Source: an optimization exercise on an open RTL-to-GDS flow (aim: small area and a short achievable clock period). Production flows keep margins and buffers that such runs may drop.
In this exercise RTL edits were held to simulation tests only and were not proved equivalent to the original.

--- flow/design.v ---
module g_xor2 (input wire a, input wire b, output wire y); assign y = a ^ b; endmodule
module g_xnor2 (input wire a, input wire b, output wire y); assign y = ~(a ^ b); endmodule
module g_nand2 (input wire a, input wire b, output wire y); assign y = ~(a & b); endmodule
module g_nor2 (input wire a, input wire b, output wire y); assign y = ~(a | b); endmodule
module g_nand2b (input wire an, input wire b, output wire y); assign y = ~(~an & b); endmodule
module g_inv (input wire a, output wire y); assign y = ~a; endmodule
module inv_mixcol (
    input  wire [31:0] x,
    output wire [31:0] y
);
    wire w32, w33, w34, w35, w36, w37, w38, w39, w40, w41, w42, w43, w44, w45, w46, w47, w48, w49, w50, w51, w52, w53, w54, w55, w56, w57, w58, w59, w60, w61, w62, w63, w64, w65, w66, w67, w68, w69, w70, w71, w72, w73, w74, w75, w76, w77, w78, w79, w80, w81, w82, w83, w84, w85, w86, w87, w88, w89, w90, w91, w92, w93, w94, w95, w96, w97, w98, w99, w100, w101, w102, w103, w104, w105, w106, w107, w108, w109, w110, w111, w112, w113, w114, w115, w116, w117, w118, w119, w120, w121, w122, w123, w124, w125, w126, w127, w128, w129, w130, w131, w132, w133, w134, w135, w136, w137, w138, w139, w140, w141, w142, w143, w144, w145, w146, w147, w148, w149, w150, w151, w152, w153, w154, w155, w156, w157, w158, w159, w160, w161, w162, w163, w164, w165, w166, w167, w168, w169, w170, w171, w172, w173, w174, w175, w176, w177, w178, w179, w180, w181, w182, w183, w184, w185, w186, w187, w188, w189, w190, w191, w192, w193, w194, w195;
    g_xor2 g0 (.a(x[13]), .b(x[29]), .y(w32));
    g_xor2 g1 (.a(x[5]), .b(x[21]), .y(w33));
    g_xor2 g2 (.a(x[14]), .b(x[30]), .y(w34));
    g_xor2 g3 (.a(x[6]), .b(x[22]), .y(w35));
    g_xor2 g4 (.a(w32), .b(w33), .y(w36));
    g_xor2 g5 (.a(x[7]), .b(x[23]), .y(w37));
    g_xor2 g6 (.a(x[15]), .b(x[31]), .y(w38));
    g_xor2 g7 (.a(x[26]), .b(w35), .y(w39));
    g_xor2 g8 (.a(x[18]), .b(w34), .y(w40));
    g_xor2 g9 (.a(x[9]), .b(w36), .y(w41));
    g_xor2 g10 (.a(x[1]), .b(x[17]), .y(w42));
    g_xor2 g11 (.a(x[12]), .b(x[28]), .y(w43));
    g_xor2 g12 (.a(x[0]), .b(x[16]), .y(w44));
    g_xor2 g13 (.a(x[8]), .b(x[24]), .y(w45));
    g_xor2 g14 (.a(x[4]), .b(x[20]), .y(w46));
    g_xor2 g15 (.a(x[3]), .b(x[19]), .y(w47));
    g_xor2 g16 (.a(x[11]), .b(x[27]), .y(w48));
    g_xor2 g17 (.a(x[10]), .b(w39), .y(w49));
    g_xor2 g18 (.a(x[2]), .b(w40), .y(w50));
    g_xor2 g19 (.a(x[25]), .b(w41), .y(w51));
    g_xor2 g20 (.a(w37), .b(w48), .y(w52));
    g_xor2 g21 (.a(w38), .b(w47), .y(w53));
    g_xor2 g22 (.a(x[15]), .b(x[23]), .y(w54));
    g_xor2 g23 (.a(x[7]), .b(x[15]), .y(w55));
    g_xor2 g24 (.a(x[7]), .b(x[31]), .y(w56));
    g_xor2 g25 (.a(x[23]), .b(x[31]), .y(w57));
    g_xor2 g26 (.a(w43), .b(w46), .y(w58));
    g_xor2 g27 (.a(w34), .b(w44), .y(w59));
    g_xor2 g28 (.a(w35), .b(w45), .y(w60));
    g_xor2 g29 (.a(w52), .b(w53), .y(w61));
    g_xor2 g30 (.a(w49), .b(w50), .y(w62));
    g_xor2 g31 (.a(w42), .b(w51), .y(w63));
    g_xor2 g32 (.a(w36), .b(w42), .y(w64));
    g_xor2 g33 (.a(w32), .b(w37), .y(w65));
    g_xor2 g34 (.a(x[19]), .b(w54), .y(w66));
    g_xor2 g35 (.a(w33), .b(w38), .y(w67));
    g_xor2 g36 (.a(w34), .b(w46), .y(w68));
    g_xor2 g37 (.a(w35), .b(w43), .y(w69));
    g_xor2 g38 (.a(w45), .b(w47), .y(w70));
    g_xor2 g39 (.a(x[11]), .b(w55), .y(w71));
    g_xor2 g40 (.a(x[27]), .b(w57), .y(w72));
    g_xor2 g41 (.a(x[3]), .b(w56), .y(w73));
    g_xor2 g42 (.a(w44), .b(w48), .y(w74));
    g_xor2 g43 (.a(w36), .b(w59), .y(w75));
    g_xor2 g44 (.a(w39), .b(w45), .y(w76));
    g_xor2 g45 (.a(w36), .b(w60), .y(w77));
    g_xor2 g46 (.a(x[6]), .b(w58), .y(w78));
    g_xor2 g47 (.a(w40), .b(w44), .y(w79));
    g_xor2 g48 (.a(w33), .b(w52), .y(w80));
    g_xor2 g49 (.a(w32), .b(w53), .y(w81));
    g_xor2 g50 (.a(x[10]), .b(w60), .y(w82));
    g_xor2 g51 (.a(x[2]), .b(w59), .y(w83));
    g_xor2 g52 (.a(x[22]), .b(w58), .y(w84));
    g_xor2 g53 (.a(x[29]), .b(w61), .y(w85));
    g_xor2 g54 (.a(w43), .b(w50), .y(w86));
    g_xor2 g55 (.a(w38), .b(w49), .y(w87));
    g_xor2 g56 (.a(w64), .b(w74), .y(w88));
    g_xor2 g57 (.a(w46), .b(w49), .y(w89));
    g_xor2 g58 (.a(x[13]), .b(w61), .y(w90));
    g_xor2 g59 (.a(w37), .b(w50), .y(w91));
    g_xor2 g60 (.a(w62), .b(w81), .y(w92));
    g_xor2 g61 (.a(w34), .b(w51), .y(w93));
    g_xor2 g62 (.a(w62), .b(w80), .y(w94));
    g_xor2 g63 (.a(w51), .b(w70), .y(w95));
    g_xor2 g64 (.a(w63), .b(w89), .y(w96));
    g_xor2 g65 (.a(w63), .b(w86), .y(w97));
    g_xor2 g66 (.a(x[13]), .b(x[28]), .y(w98));
    g_xor2 g67 (.a(x[4]), .b(x[21]), .y(w99));
    g_xor2 g68 (.a(x[12]), .b(x[27]), .y(w100));
    g_xor2 g69 (.a(x[3]), .b(x[20]), .y(w101));
    g_xor2 g70 (.a(x[1]), .b(x[16]), .y(w102));
    g_xor2 g71 (.a(x[17]), .b(x[24]), .y(w103));
    g_xor2 g72 (.a(x[4]), .b(x[19]), .y(w104));
    g_xor2 g73 (.a(x[11]), .b(x[28]), .y(w105));
    g_xor2 g74 (.a(x[14]), .b(x[31]), .y(w106));
    g_xor2 g75 (.a(x[17]), .b(x[25]), .y(w107));
    g_xor2 g76 (.a(x[5]), .b(x[20]), .y(w108));
    g_xor2 g77 (.a(x[1]), .b(x[9]), .y(w109));
    g_xor2 g78 (.a(x[6]), .b(x[21]), .y(w110));
    g_xor2 g79 (.a(x[14]), .b(x[21]), .y(w111));
    g_xor2 g80 (.a(x[7]), .b(x[14]), .y(w112));
    g_xor2 g81 (.a(x[8]), .b(x[25]), .y(w113));
    g_xor2 g82 (.a(x[5]), .b(x[30]), .y(w114));
    g_xor2 g83 (.a(x[4]), .b(x[12]), .y(w115));
    g_xor2 g84 (.a(x[15]), .b(x[30]), .y(w116));
    g_xor2 g85 (.a(x[1]), .b(x[25]), .y(w117));
    g_xor2 g86 (.a(x[16]), .b(x[24]), .y(w118));
    g_xor2 g87 (.a(x[5]), .b(x[22]), .y(w119));
    g_xor2 g88 (.a(x[9]), .b(x[17]), .y(w120));
    g_xor2 g89 (.a(x[23]), .b(x[30]), .y(w121));
    g_xor2 g90 (.a(x[20]), .b(w98), .y(w122));
    g_xor2 g91 (.a(x[0]), .b(w54), .y(w123));
    g_xor2 g92 (.a(x[0]), .b(w35), .y(w124));
    g_xor2 g93 (.a(w35), .b(w54), .y(w125));
    g_xor2 g94 (.a(x[28]), .b(w99), .y(w126));
    g_xor2 g95 (.a(x[24]), .b(w55), .y(w127));
    g_xor2 g96 (.a(x[12]), .b(w108), .y(w128));
    g_xor2 g97 (.a(w57), .b(w103), .y(w129));
    g_xor2 g98 (.a(w42), .b(w118), .y(w130));
    g_xor2 g99 (.a(x[8]), .b(w57), .y(w131));
    g_xor2 g100 (.a(x[29]), .b(w115), .y(w132));
    g_xor2 g101 (.a(x[8]), .b(w102), .y(w133));
    g_xor2 g102 (.a(w56), .b(w113), .y(w134));
    g_xor2 g103 (.a(x[16]), .b(w56), .y(w135));
    g_xor2 g104 (.a(w65), .b(w116), .y(w136));
    g_xor2 g105 (.a(w72), .b(w101), .y(w137));
    g_xor2 g106 (.a(w125), .b(w130), .y(w138));
    g_xor2 g107 (.a(x[18]), .b(w73), .y(w139));
    g_xor2 g108 (.a(w65), .b(w106), .y(w140));
    g_xor2 g109 (.a(x[10]), .b(w72), .y(w141));
    g_xor2 g110 (.a(w66), .b(w100), .y(w142));
    g_xor2 g111 (.a(w55), .b(w133), .y(w143));
    g_xor2 g112 (.a(x[0]), .b(w129), .y(w144));
    g_xor2 g113 (.a(w71), .b(w104), .y(w145));
    g_xor2 g114 (.a(w73), .b(w105), .y(w146));
    g_xor2 g115 (.a(w67), .b(w121), .y(w147));
    g_xor2 g116 (.a(w69), .b(w114), .y(w148));
    g_xor2 g117 (.a(x[2]), .b(w66), .y(w149));
    g_xor2 g118 (.a(w69), .b(w111), .y(w150));
    g_xor2 g119 (.a(w68), .b(w110), .y(w151));
    g_xor2 g120 (.a(w68), .b(w119), .y(w152));
    g_xor2 g121 (.a(w67), .b(w112), .y(w153));
    g_xor2 g122 (.a(w124), .b(w134), .y(w154));
    g_xor2 g123 (.a(x[26]), .b(w71), .y(w155));
    g_xor2 g124 (.a(w41), .b(w138), .y(w156));
    g_xor2 g125 (.a(w77), .b(w123), .y(w157));
    g_xor2 g126 (.a(w84), .b(w153), .y(w158));
    g_xor2 g127 (.a(w77), .b(w135), .y(w159));
    g_xor2 g128 (.a(w79), .b(w117), .y(w160));
    g_xor2 g129 (.a(w79), .b(w155), .y(w161));
    g_xor2 g130 (.a(w83), .b(w120), .y(w162));
    g_xor2 g131 (.a(w82), .b(w139), .y(w163));
    g_xor2 g132 (.a(w82), .b(w107), .y(w164));
    g_xor2 g133 (.a(w84), .b(w136), .y(w165));
    g_xor2 g134 (.a(w76), .b(w109), .y(w166));
    g_xor2 g135 (.a(w78), .b(w140), .y(w167));
    g_xor2 g136 (.a(w83), .b(w141), .y(w168));
    g_xor2 g137 (.a(w76), .b(w149), .y(w169));
    g_xor2 g138 (.a(w78), .b(w147), .y(w170));
    g_xor2 g139 (.a(w75), .b(w127), .y(w171));
    g_xor2 g140 (.a(w75), .b(w131), .y(w172));
    g_xor2 g141 (.a(w64), .b(w154), .y(w173));
    g_xor2 g142 (.a(w91), .b(w166), .y(w174));
    g_xor2 g143 (.a(w90), .b(w151), .y(w175));
    g_xor2 g144 (.a(w85), .b(w150), .y(w176));
    g_xor2 g145 (.a(w91), .b(w164), .y(w177));
    g_xor2 g146 (.a(w88), .b(w163), .y(w178));
    g_xor2 g147 (.a(w90), .b(w148), .y(w179));
    g_xor2 g148 (.a(w85), .b(w152), .y(w180));
    g_xor2 g149 (.a(w87), .b(w160), .y(w181));
    g_xor2 g150 (.a(w88), .b(w169), .y(w182));
    g_xor2 g151 (.a(w87), .b(w162), .y(w183));
    g_xor2 g152 (.a(w95), .b(w161), .y(w184));
    g_xor2 g153 (.a(w94), .b(w132), .y(w185));
    g_xor2 g154 (.a(w92), .b(w126), .y(w186));
    g_xor2 g155 (.a(w92), .b(w128), .y(w187));
    g_xor2 g156 (.a(w93), .b(w143), .y(w188));
    g_xor2 g157 (.a(w93), .b(w144), .y(w189));
    g_xor2 g158 (.a(w94), .b(w122), .y(w190));
    g_xor2 g159 (.a(w95), .b(w168), .y(w191));
    g_xor2 g160 (.a(w96), .b(w142), .y(w192));
    g_xor2 g161 (.a(w96), .b(w146), .y(w193));
    g_xor2 g162 (.a(w97), .b(w137), .y(w194));
    g_xor2 g163 (.a(w97), .b(w145), .y(w195));
    assign y[0] = w159;
    assign y[1] = w189;
    assign y[2] = w181;
    assign y[3] = w182;
    assign y[4] = w194;
    assign y[5] = w186;
    assign y[6] = w180;
    assign y[7] = w170;
    assign y[8] = w171;
    assign y[9] = w173;
    assign y[10] = w174;
    assign y[11] = w191;
    assign y[12] = w193;
    assign y[13] = w185;
    assign y[14] = w179;
    assign y[15] = w167;
    assign y[16] = w157;
    assign y[17] = w188;
    assign y[18] = w183;
    assign y[19] = w178;
    assign y[20] = w195;
    assign y[21] = w187;
    assign y[22] = w175;
    assign y[23] = w158;
    assign y[24] = w172;
    assign y[25] = w156;
    assign y[26] = w177;
    assign y[27] = w184;
    assign y[28] = w192;
    assign y[29] = w190;
    assign y[30] = w176;
    assign y[31] = w165;
endmodule
module sb_a (
    input  wire [7:0] y,
    output wire [7:0] x,
    output wire [3:0] t
);
    wire w8, w9, w10, w11, w12, w13, w14, w15, w16, w17, w18, w19, w20, w21, w22, w23, w24, w25, w26, w27, w28, w29, w38, w39, w40, w41, w42, w43, w44, w45, w46, w47, w48, w49, w50, w51, w52, w53, w54, w55, w56, w57, w58, w59, w60;
    g_xnor2 g0 (.a(y[1]), .b(y[2]), .y(w8));
    g_xnor2 g1 (.a(y[0]), .b(y[4]), .y(w9));
    g_xor2 g2 (.a(y[0]), .b(y[5]), .y(w10));
    g_xnor2 g3 (.a(y[1]), .b(w9), .y(w11));
    g_xnor2 g4 (.a(y[1]), .b(w10), .y(w12));
    g_xor2 g5 (.a(y[4]), .b(w10), .y(w13));
    g_xor2 g6 (.a(y[2]), .b(w11), .y(w14));
    g_xor2 g7 (.a(y[2]), .b(w12), .y(w15));
    g_xor2 g8 (.a(w11), .b(w15), .y(w16));
    g_xnor2 g9 (.a(y[6]), .b(w15), .y(w17));
    g_xor2 g10 (.a(y[5]), .b(y[7]), .y(w18));
    g_xnor2 g11 (.a(w12), .b(w18), .y(w19));
    g_xor2 g12 (.a(w14), .b(w18), .y(w20));
    g_xor2 g13 (.a(w17), .b(w19), .y(w21));
    g_xnor2 g14 (.a(y[3]), .b(w8), .y(w22));
    g_xor2 g15 (.a(y[0]), .b(w22), .y(w23));
    g_xor2 g16 (.a(y[7]), .b(w23), .y(w24));
    g_xnor2 g17 (.a(w16), .b(w22), .y(w25));
    g_xor2 g18 (.a(w17), .b(w23), .y(w26));
    g_xor2 g19 (.a(w25), .b(w26), .y(w27));
    g_xor2 g20 (.a(w21), .b(w25), .y(w28));
    g_xor2 g21 (.a(w19), .b(w27), .y(w29));
    g_nand2 g22 (.a(w11), .b(w21), .y(w38));
    g_nand2 g23 (.a(w15), .b(w17), .y(w39));
    g_nand2 g24 (.a(w16), .b(w19), .y(w40));
    g_nand2b g25 (.an(y[1]), .b(w25), .y(w41));
    g_nand2 g26 (.a(w10), .b(w26), .y(w42));
    g_nand2 g27 (.a(w12), .b(w27), .y(w43));
    g_nand2 g28 (.a(w9), .b(w28), .y(w44));
    g_nand2 g29 (.a(w8), .b(w23), .y(w45));
    g_nand2 g30 (.a(w14), .b(w29), .y(w46));
    g_xor2 g31 (.a(w40), .b(w44), .y(w47));
    g_xor2 g32 (.a(w43), .b(w44), .y(w48));
    g_xor2 g33 (.a(w39), .b(w46), .y(w49));
    g_xor2 g34 (.a(w47), .b(w49), .y(w50));
    g_xor2 g35 (.a(w13), .b(w50), .y(w51));
    g_xor2 g36 (.a(w42), .b(w46), .y(w52));
    g_xnor2 g37 (.a(y[6]), .b(w48), .y(w53));
    g_xor2 g38 (.a(w52), .b(w53), .y(w54));
    g_xor2 g39 (.a(w41), .b(w45), .y(w55));
    g_xnor2 g40 (.a(w20), .b(w55), .y(w56));
    g_xor2 g41 (.a(w48), .b(w56), .y(w57));
    g_xor2 g42 (.a(w38), .b(w45), .y(w58));
    g_xor2 g43 (.a(w24), .b(w58), .y(w59));
    g_xor2 g44 (.a(w47), .b(w59), .y(w60));
    assign x[0] = w26;
    assign x[1] = w25;
    assign x[2] = w17;
    assign x[3] = w21;
    assign x[4] = w10;
    g_inv g45 (.a(y[1]), .y(x[5]));
    assign x[6] = w15;
    assign x[7] = w11;
    assign t[0] = w54;
    assign t[1] = w57;
    assign t[2] = w51;
    assign t[3] = w60;
endmodule
module sb_b (
    input  wire [7:0] x,
    input  wire [3:0] t,
    output wire [7:0] s
);
    wire w12, w13, w14, w15, w16, w17, w18, w19, w20, w21, w22, w23, w24, w25, w26, w27, w28, w29, w30, w31, w32, w33, w34, w35, w36, w37, w38, w39, w40, w41, w42, w43, w44, w45, w46, w47, w48, w49, w50, w51, w52, w53, w54, w55, w56, w57, w58, w59, w60, w61, w62, w63, w64, w65, w66, w67, w68, w69, w70, w71, w72, w73, w74, w75, w76, w77, w78, w79, w80, w81, w82, w83, w84, w85, w86, w87, w88, w89, w90, w91, w92, w93, w94, w95, w96, w97, w98, w99, w100;
    g_xor2 g0 (.a(x[7]), .b(x[5]), .y(w12));
    g_xor2 g1 (.a(x[6]), .b(x[4]), .y(w13));
    g_xor2 g2 (.a(x[7]), .b(x[6]), .y(w14));
    g_xor2 g3 (.a(x[5]), .b(x[4]), .y(w15));
    g_xor2 g4 (.a(w12), .b(w13), .y(w16));
    g_xor2 g5 (.a(x[3]), .b(x[1]), .y(w17));
    g_xor2 g6 (.a(x[2]), .b(x[0]), .y(w18));
    g_xor2 g7 (.a(x[3]), .b(x[2]), .y(w19));
    g_xor2 g8 (.a(x[1]), .b(x[0]), .y(w20));
    g_xor2 g9 (.a(w17), .b(w18), .y(w21));
    g_xor2 g10 (.a(t[3]), .b(t[1]), .y(w22));
    g_xor2 g11 (.a(t[2]), .b(t[0]), .y(w23));
    g_xor2 g12 (.a(w23), .b(w22), .y(w24));
    g_nand2 g13 (.a(t[3]), .b(t[1]), .y(w25));
    g_nand2 g14 (.a(t[2]), .b(t[0]), .y(w26));
    g_xor2 g15 (.a(t[3]), .b(t[2]), .y(w27));
    g_xor2 g16 (.a(t[1]), .b(t[0]), .y(w28));
    g_nand2 g17 (.a(w27), .b(w28), .y(w29));
    g_xor2 g18 (.a(w29), .b(w25), .y(w30));
    g_xor2 g19 (.a(w29), .b(w26), .y(w31));
    g_xor2 g20 (.a(w30), .b(w24), .y(w32));
    g_xor2 g21 (.a(w31), .b(w23), .y(w33));
    g_nand2 g22 (.a(w33), .b(t[1]), .y(w34));
    g_nand2 g23 (.a(w32), .b(t[0]), .y(w35));
    g_xor2 g24 (.a(w33), .b(w32), .y(w36));
    g_xor2 g25 (.a(t[1]), .b(t[0]), .y(w37));
    g_nand2 g26 (.a(w36), .b(w37), .y(w38));
    g_xor2 g27 (.a(w38), .b(w34), .y(w39));
    g_xor2 g28 (.a(w38), .b(w35), .y(w40));
    g_nand2 g29 (.a(w33), .b(t[3]), .y(w41));
    g_nand2 g30 (.a(w32), .b(t[2]), .y(w42));
    g_xor2 g31 (.a(w33), .b(w32), .y(w43));
    g_xor2 g32 (.a(t[3]), .b(t[2]), .y(w44));
    g_nand2 g33 (.a(w43), .b(w44), .y(w45));
    g_xor2 g34 (.a(w45), .b(w41), .y(w46));
    g_xor2 g35 (.a(w45), .b(w42), .y(w47));
    g_xor2 g36 (.a(w39), .b(w46), .y(w48));
    g_xor2 g37 (.a(w40), .b(w47), .y(w49));
    g_xor2 g38 (.a(w39), .b(w40), .y(w50));
    g_xor2 g39 (.a(w46), .b(w47), .y(w51));
    g_xor2 g40 (.a(w48), .b(w49), .y(w52));
    g_nand2 g41 (.a(w39), .b(x[3]), .y(w53));
    g_nand2 g42 (.a(w40), .b(x[2]), .y(w54));
    g_nand2 g43 (.a(w50), .b(w19), .y(w55));
    g_nand2 g44 (.a(w46), .b(x[1]), .y(w56));
    g_nand2 g45 (.a(w47), .b(x[0]), .y(w57));
    g_nand2 g46 (.a(w51), .b(w20), .y(w58));
    g_nand2 g47 (.a(w48), .b(w17), .y(w59));
    g_nand2 g48 (.a(w49), .b(w18), .y(w60));
    g_nand2 g49 (.a(w52), .b(w21), .y(w61));
    g_nand2 g50 (.a(w39), .b(x[7]), .y(w62));
    g_nand2 g51 (.a(w40), .b(x[6]), .y(w63));
    g_nand2 g52 (.a(w50), .b(w14), .y(w64));
    g_nand2 g53 (.a(w46), .b(x[5]), .y(w65));
    g_nand2 g54 (.a(w47), .b(x[4]), .y(w66));
    g_nand2 g55 (.a(w51), .b(w15), .y(w67));
    g_nand2 g56 (.a(w48), .b(w12), .y(w68));
    g_nand2 g57 (.a(w49), .b(w13), .y(w69));
    g_nand2 g58 (.a(w52), .b(w16), .y(w70));
    g_xor2 g59 (.a(w69), .b(w70), .y(w71));
    g_xnor2 g60 (.a(w63), .b(w71), .y(w72));
    g_xnor2 g61 (.a(w62), .b(w72), .y(w73));
    g_xor2 g62 (.a(w53), .b(w56), .y(w74));
    g_xor2 g63 (.a(w73), .b(w74), .y(w75));
    g_xor2 g64 (.a(w55), .b(w58), .y(w76));
    g_xor2 g65 (.a(w75), .b(w76), .y(w77));
    g_xor2 g66 (.a(w54), .b(w57), .y(w78));
    g_xor2 g67 (.a(w75), .b(w78), .y(w79));
    g_xor2 g68 (.a(w54), .b(w61), .y(w80));
    g_xor2 g69 (.a(w55), .b(w59), .y(w81));
    g_xor2 g70 (.a(w80), .b(w81), .y(w82));
    g_xor2 g71 (.a(w73), .b(w82), .y(w83));
    g_xor2 g72 (.a(w65), .b(w67), .y(w84));
    g_xor2 g73 (.a(w65), .b(w66), .y(w85));
    g_xor2 g74 (.a(w71), .b(w85), .y(w86));
    g_xor2 g75 (.a(w79), .b(w84), .y(w87));
    g_xor2 g76 (.a(w68), .b(w69), .y(w88));
    g_xor2 g77 (.a(w62), .b(w64), .y(w89));
    g_xor2 g78 (.a(w87), .b(w89), .y(w90));
    g_xor2 g79 (.a(w56), .b(w60), .y(w91));
    g_xor2 g80 (.a(w80), .b(w91), .y(w92));
    g_xor2 g81 (.a(w76), .b(w92), .y(w93));
    g_xor2 g82 (.a(w82), .b(w88), .y(w94));
    g_xor2 g83 (.a(w74), .b(w84), .y(w95));
    g_xor2 g84 (.a(w92), .b(w95), .y(w96));
    g_xor2 g85 (.a(w94), .b(w96), .y(w97));
    g_xor2 g86 (.a(w86), .b(w94), .y(w98));
    g_xor2 g87 (.a(w77), .b(w98), .y(w99));
    g_xor2 g88 (.a(w87), .b(w99), .y(w100));
    assign s[0] = w83;
    assign s[1] = w100;
    assign s[2] = w77;
    assign s[3] = w93;
    assign s[4] = w90;
    assign s[5] = w79;
    assign s[6] = w97;
    assign s[7] = w86;
endmodule
module aes_round_top (
    input  wire         clk,
    input  wire         rst,
    input  wire         in_valid,
    input  wire [127:0] state_in,
    input  wire [127:0] round_key,
    output wire         out_valid,
    output wire [127:0] state_out
);
    reg [2:0] vld;
    always @(posedge clk) begin
        if (rst) vld <= 3'd0;
        else     vld <= {vld[1:0], in_valid};
    end
    assign out_valid = vld[2];
    wire [127:0] ark = state_in ^ round_key;
    wire [127:0] ark_q = ark;
    wire [127:0] mc;
    genvar c, i;
    generate
        for (c = 0; c < 4; c = c + 1) begin : g_col
            inv_mixcol u_mc (.x(ark_q[127 - 32*c -: 32]), .y(mc[127 - 32*c -: 32]));
        end
    endgenerate
    reg  [127:0] mc_q;
    always @(posedge clk) mc_q <= mc;
    wire [127:0] x0;
    reg  [127:0] x0_q;
    always @(posedge clk) x0_q <= x0;
    wire [63:0] t0;
    reg  [63:0] t0_q;
    always @(posedge clk) t0_q <= t0;
    wire [127:0] sb;
    generate
        for (i = 0; i < 16; i = i + 1) begin : g_sb
            sb_a u_sb_a (.y(mc_q[127 - 8*i -: 8]), .x(x0[8*i +: 8]), .t(t0[4*i +: 4]));
            sb_b u_sb_b (.x(x0_q[8*i +: 8]), .t(t0_q[4*i +: 4]), .s(sb[127 - 8*(4*(((i / 4) + (i % 4)) % 4) + (i % 4)) -: 8]));
        end
    endgenerate
    reg  [127:0] sb_q;
    always @(posedge clk) sb_q <= sb;
    assign state_out = sb_q;
endmodule
--- flow/config.mk ---
export PLATFORM = sky130hd
export DESIGN_NAME = aes_round_top
export DESIGN_NICKNAME = aes_round_top
export VERILOG_FILES = /design/flow/design.v
export SDC_FILE = /design/flow/constraint.sdc
export NUM_CORES = 4
export LEC_CHECK = 0
export CAP_MARGIN = 20
export CORE_MARGIN = 2
export CORE_UTILIZATION = 50
export PLACE_DENSITY = 0.65
export SLEW_MARGIN = 20
export SYNTH_HIERARCHICAL = 1
export SYNTH_MINIMUM_KEEP_SIZE = 0
--- flow/run.sh ---
#!/bin/bash
# synth_recipe.tcl (not shown) runs the flow's synth.tcl, then flattens the netlist and writes it again
# the make line also repeats each setting of config.mk as NAME=value (left out here)
make -C /OpenROAD-flow-scripts/flow DESIGN_CONFIG=/design/flow/config.mk WORK_HOME=/design/flow/orfs CLKGATE_MAP_FILE= SYNTH_SCRIPT=/design/flow/synth_recipe.tcl finish
--- flow/constraint.sdc ---
create_clock -name core_clock -period 7.0 [get_ports {clk}]
set_input_delay 1.4000 -clock core_clock [delete_from_list [all_inputs] [get_ports {clk}]]
set_output_delay 1.4000 -clock core_clock [all_outputs]
set_load 0.01 [all_outputs]
==> results of run 1 <==
## cells by family (layout without fill, tap and decap cells)
| kind of cell | after synthesis | after routing | share of synthesized area |
|---|---|---|---|
| DFF | 451 | 451 | 0.257 |
| and+or+nand+nor | 579 | 579 | 0.0632 |
| xor gates and xnor gates | 2352 | 2352 | 0.586 |
| buffers and inverters | 448 | 496 | 0.0940 |
## worst max-delay path, delay by kind of cell (launching register included)
kind | cells | cell delay [ns]
xor gates and xnor gates | 14 | 3.71
DFF | 1 | 0.43
and+or+nand+nor | 2 | 0.21
## modules after synthesis, one instance, submodules excluded, a selection
module | cells | flops+latches | times used | area [um2]
inv_mixcol | 32 | 0 | 4 | 240
sb_a | 11 | 0 | 16 | 82.6
g_nand2 | 1 | 0 | 560 | 3.75
g_xnor2 | 1 | 0 | 192 | 8.76
g_xor2 | 1 | 0 | 2032 | 8.76
g_nand2b | 1 | 0 | 16 | 6.26
sb_b | 8 | 0 | 16 | 60.1
## stage by stage
stage	hold slack (ns)	cells
finish	0.438	4818
global route	0.460	4818
CTS	0.444	4818
floorplan	0.414	3830
detailed placement	0.430	4727
global placement	0.422	4727
## cells in the final DEF, fill, tap and decap left out
cell type,instances
clkbuf_1,7
buf_4,2
nor2b_1,3
xor2_1,2160
bufinv_16,13
clkinv_2,7
clkdlybuf4s50_1,387
clkbuf_8,8
nand2_1,560
nand2b_1,16
dfxtp_1,451
inv_1,16
clkinvlp_4,3
xnor2_1,192
clkbuf_16,53
## final timing paths
kind,cells past startpoint,startpoint,endpoint,slack [ns]
max,16,t0_q[18],sb_q[92],2.56
min,1,vld[1],vld[2],0.44
max reg2reg,16,t0_q[18],sb_q[92],2.56
min reg2reg,1,vld[1],vld[2],0.44
## state kept, by name (all words and copies together) (netlist names)
| register | cells |
|---|---|
| x0_q | 128 |
| mc_q | 128 |
| sb_q | 128 |
| t0_q | 64 |
| vld | 3 |
## per-layer routing
layer	vias to the layer above	global-route usage
li1	11200	-
met1	9610	0.243
met2	275	0.312
met3	71	0.0248
met4	2	0.0454
met5	-	0
## layout make-up
cell class / count / area [um2] / share of cell area
multi-input combinational: 2931 / 22800 / 0.587
sequential: 451 / 9030 / 0.232
timing repair buffer: 389 / 3890 / 0.100
clock buffer: 68 / 1460 / 0.0376
tap: 940 / 1180 / 0.0302
clock inverter: 23 / 448 / 0.0115
inverter: 16 / 60.1 / 0.00154
==> results by group, run 1 <==
Outcome
  – Run status: finished clean

Setup path
  – Crit Path Max Fanout: 5
  – Crit start category: flop
  – Most used cell, CP: xor2_1
  – Max incr delay on CP: 0.43 ns
  – WS Path Type: reg2reg
  – Arr. time, crit path: 4.94 ns
  – CP Capture Type: flop
  – Critical-path cell list: xor2_1, xor2_1, xor2_1, xor2_1, nand2_1, xor2_1, xor2_1, xor2_1, nand2_1, xor2_1, xnor2_1, xnor2_1, xor2_1, xor2_1, xor2_1, xor2_1
  – Critical Path RT: 7.50 ns
  – Slowest-stage cell, CP: dfxtp_1

Route
  – WL met1: 32400 um
  – Vias: 21.1k
  – Top sig layer: met5
  – Initial DRT Pass Iterations: 5
  – Met3 WL: 2030 um
  – Met2 WL: 31600 um
  – Initial drt markers: 575
  – Post-route DRC: 0
  – Routed WL: 67300 um
  – Via density: 4.39
  – Final ANT Viol Nets: 0
  – Average wire per standard cell: 14.0 um

GRT
  – Gr usage total: 0.183
  – First-pass GRT wire length: 110000 um
  – Initial antenna violation count: 1
  – GRT overflow: 0
  – Largest net degree at the start of global routing: 15
  – Vias in the first global route: 21.6k

Final layout
  – Fill cells: 6412
  – Share of post-route cells with drive strength above 1: 0.0222
  – Total Nets Final: 4099
  – Final Cell Area: 38900 um2
  – Area growth, synth to finish: 10.6%
  – # diodes: 0
  – Final Core Density: 0.557

STA
  – Worst slew pin tran: 0.885 ns
  – Rel. slew slack: 0.408
  – Fmax: 225 MHz
  – Tmin final: 4.44 ns
  – Setup TNS Final: 0 ns
  – Final period util: 0.634
  – Final Slew Violations: 0
  – RSZ-0062 raised after global routing: no
  – Final WS setup: 2.56 ns
  – Final setup viols: 0
  – Final Skew: 0.0155 ns
  – Final Hold Fails: 0

Floorplan
  – DIE AREA: 72400 um2
  – Starting density of the core: 0.504
  – CORE AREA: 69800 um2
  – DIE WIDTH: 269 um
  – Core Rows: 97
  – Die height: 269 um
  – Number of placed I/O pins: 388

Yosys
  – Unique cell type count in the Yosys netlist: 8
  – Number of synthesized flops with an enable pin: 0
  – Top cell type's share of synthesized area: 0.538
  – Syn Nets: 4089
  – Synth cell count leaders: xor2_1, nand2_1, dfxtp_1
  – #FFs+latches synth: 451
  – Top-count cell post-synth: xor2_1
  – Main flop type after synthesis: dfxtp_1
  – Async SR Flop Fraction: 0
  – Mapped Area: 35200 um2
  – Yosys warns: 7
  – Post-synthesis sequential area ratio: 0.257
  – Area contributors post-synth: xor2_1, dfxtp_1, buf_4, nand2_1, xnor2_1
  – Area leader, netlist: xor2_1
  – Avg Cell Area, Syn: 9.18 um2
  – Cell count after synthesis: 3830

Clocking
  – Cts bufs inserted: 51
  – Hold buffer count at CTS: 0
  – Worst skew pair latency: 0.59 ns
  – Postcts setup bufs: 0
  – Htree depth: 2
  – PostCTS Resize Cnt: 0
  – Clock-pin slew on the worst setup and hold paths: 0.06 ns
  – Max Root-Sink Buffers: 3
  – Clk sinks: 451
  – CTS tree: done
  – Root Buffer Master: clkbuf_16

Placement
  – Gpl congestion: 0.864
  – DP Wirelength: 55800 um
  – Post-Place Worst Slack: 2.30 ns
  – Post-placement cell area: 37000 um2
  – Port Buffers: 387

Hold path
  – Worst min path class: reg2reg

Job
  – Max cap viols: 0
==> inputs of run 2 (changes only) <==
--- a/flow/config.mk
+++ b/flow/config.mk
@@ -9,6 +9,7 @@
 export CORE_MARGIN = 2
 export CORE_UTILIZATION = 50
 export PLACE_DENSITY = 0.65
+export SETUP_SLACK_MARGIN = 4.3
 export SLEW_MARGIN = 20
 export SYNTH_HIERARCHICAL = 1
 export SYNTH_MINIMUM_KEEP_SIZE = 0
==> results by group, run 2 <==
Yosys
  – Synth cell count leaders: xor2_1, nand2_1, dfxtp_1
  – Main flop type after synthesis: dfxtp_1
  – Top cell type's share of synthesized area: 0.538
  – Unique cell type count in the Yosys netlist: 8
  – Number of synthesized flops with an enable pin: 0
  – Area leader, netlist: xor2_1
  – Syn Nets: 4089
  – #FFs+latches synth: 451
  – Yosys warns: 7
  – Top-count cell post-synth: xor2_1
  – Async SR Flop Fraction: 0
  – Cell count after synthesis: 3830
  – Post-synthesis sequential area ratio: 0.257
  – Area contributors post-synth: xor2_1, dfxtp_1, buf_4, nand2_1, xnor2_1
  – Mapped Area: 35200 um2
  – Avg Cell Area, Syn: 9.18 um2

Setup path
  – Critical Path RT: 7.53 ns
  – Crit Path Max Fanout: 4
  – Crit start category: flop
  – Arr. time, crit path: 4.71 ns
  – Worst Setup SP: t0_q[52]
  – CP Capture Type: flop
  – WS Path Type: reg2reg
  – Worst R2R Start: t0_q[52]

Route
  – Initial DRT Pass Iterations: 5
  – Vias: 26.0k
  – Met2 WL: 54900 um
  – Via density: 4.57
  – Initial drt markers: 1036
  – Met3 WL: 3440 um
  – WL met1: 38800 um
  – Top sig layer: met4
  – Final ANT Viol Nets: 0
  – Post-route DRC: 0
  – Average wire per standard cell: 17.7 um
  – Routed WL: 101000 um

Final layout
  – Area growth, synth to finish: 64.5%
  – Storage element area: 9410 um2
  – Final Cell Area: 57800 um2
  – Most frequent cells in the layout: xor2_1, buf_4, nand2_1, xor2_2, xor2_4
  – Biggest regs: mc_q x128, sb_q x128, x0_q x128
  – Most common cell after layout, fill and taps aside: xor2_1
  – Share of post-route cells with drive strength above 1: 0.466
  – Non-Filler Instances: 5687
  – Multi-input gate area: 34900 um2
  – Final Core Density: 0.829
  – Total Nets Final: 4961
  – Fill cells: 3711

Outcome
  – Run status: finished clean

STA
  – Final period util: 0.597
  – Worst slew pin tran: 0.653 ns
  – Final Skew: 0.0183 ns
  – Tmin final: 4.18 ns
  – Rel. slew slack: 0.563
  – RSZ-0062 raised after global routing: yes
  – Fmax: 239 MHz
  – Setup TNS Final: 0 ns
  – Final setup viols: 0
  – Final Hold Fails: 0
  – Final Slew Violations: 0

Hold path
  – Worst min path class: reg2reg
  – Hold path startpoint: vld[1]

Clocking
  – Root Buffer Master: clkbuf_16
  – Htree depth: 2
  – Clock-pin slew on the worst setup and hold paths: 0.06 ns
  – Hold buffer count at CTS: 0
  – Cts bufs inserted: 52
  – Clk sinks: 451
  – Worst skew pair latency: 0.61 ns
  – CTS tree: done
  – Max Root-Sink Buffers: 3

GRT
  – Largest net degree at the start of global routing: 14
  – Vias in the first global route: 28.0k
  – Gr usage total: 0.242
  – First-pass GRT wire length: 143000 um
  – Initial antenna violation count: 1
  – GRT overflow: 0

Floorplan
  – DIE WIDTH: 269 um
  – Core Rows: 97
  – DIE AREA: 72400 um2
  – CORE AREA: 69800 um2
  – Die height: 269 um
  – Number of placed I/O pins: 388
  – Starting density of the core: 0.504

Placement
  – Placed cells: 4725
  – Gpl congestion: 0.905
  – Port Buffers: 387
  – DP Wirelength: 60000 um
  – Post-placement cell area: 41300 um2

Job
  – Max cap viols: 0
[run 2: cell counts after synthesis]
No cell type changed its count.
[run 2: per-module statistics from Yosys, one instance, submodules excluded]
| module | times used | flip-flops and latches | cells inside |
|---|---|---|---|
| g_xnor2 | 192 | 0 | 1 |
| aes_round_top | 1 | 451 | 582 |
| g_nand2 | 560 | 0 | 1 |
| sb_b | 16 | 0 | 8 |
| g_inv | 16 | 0 | 1 |
| inv_mixcol | 4 | 0 | 32 |
| g_nand2b | 16 | 0 | 1 |
| g_xor2 | 2032 | 0 | 1 |
| sb_a | 16 | 0 | 11 |
[run 2: repair_timing]
| action | 4_1_cts | 5_1_grt |
|---|---|---|
| setup endpoints to repair | 412 | 289 |
| pin swaps | 699 | 614 |
| gates resized for setup | 1125 | 706 |
| buffers inserted | 586 | 277 |
[run 2: kinds of logic after synthesis]
group	share of synthesized area
xor gates and xnor gates	0.586
buffers and inverters	0.0940
DFF	0.257
and+or+nand+nor	0.0632
[run 2: layer usage]
metal,GRT usage,vias up
met5,0,-
met4,0.0857,0
met3,0.0357,223
met2,0.448,629
met1,0.283,12900
li1,-,12200
[run 2: final timing paths]
check	to	cells past startpoint	slack, ns
setup / recovery	sb_q[113]	17	2.82
hold / removal	vld[2]	1	0.44
setup reg to reg	sb_q[113]	17	2.82
hold reg to reg	vld[2]	1	0.44
[run 2: critical path, stage by stage, from the launching register on]
cell and delay (ns):
dfxtp_4 0.40, xor2_2 0.15, nand2_2 0.11, xor2_2 0.22, xor2_2 0.23, xor2_1 0.21, nand2_2 0.16, xor2_4 0.24
xor2_2 0.19, xor2_1 0.21, nand2_1 0.12, xor2_2 0.18, xnor2_1 0.16, xnor2_1 0.30, xor2_1 0.35, xor2_1 0.34
xor2_1 0.31, xor2_1 0.21
[run 2: layout make-up]
cell class,count,share of cell area
multi-input cells,2931,0.604
repair buffers,1250,0.183
flip-flops and latches,451,0.163
clock buffers,67,0.0247
well taps,940,0.0203
clock inverters,31,0.00483
inverters,16,0.00104
diodes,1,0.0000433
[run 2: per-stage QoR]
step / hold slack [ns] / worst slack (ns)
finish: 0.438 / 2.82
global route: 0.469 / 2.64
CTS: 0.447 / 3.09
detailed placement: 0.432 / 2.67
global placement: 0.428 / 2.76
floorplan: 0.414 / 3.26

-- afterwards: timing with drivers on the ports --
No port has a modelled driver above. Below, the same layouts with a new extraction and two added sets of constraints. Step 1, drivers: a clkbuf_16 drives clk and a buf_2 each remaining input, both assumed. Step 2 adds t to the input delays and takes it off the output delays; t is the mean of the earliest and latest rising clock arrival at the registers after step 1. Input paths then give back, and output paths get back, about the clock's delay inside the block. a / b / c = ideal ports / drivers / drivers and shift; a / b = the first two.
run | t (ns) | setup slack, ns | worst setup path at the end | clock arrival spread, ns | slew at the worst register clock pin (ns)
run 1 | 0.645 | 2.562 / 2.562 / 2.262 | input to register | 0.016 / 0.016 | 0.06 / 0.06
run 2 | 0.671 | 2.819 / 2.819 / 2.819 | register to register | 0.027 / 0.027 | 0.06 / 0.06
After both steps every run listed still meets setup and hold. For run 1, which loses most, drivers alone change the setup slack by 0.000 ns; drivers and shift together by -0.300 ns.
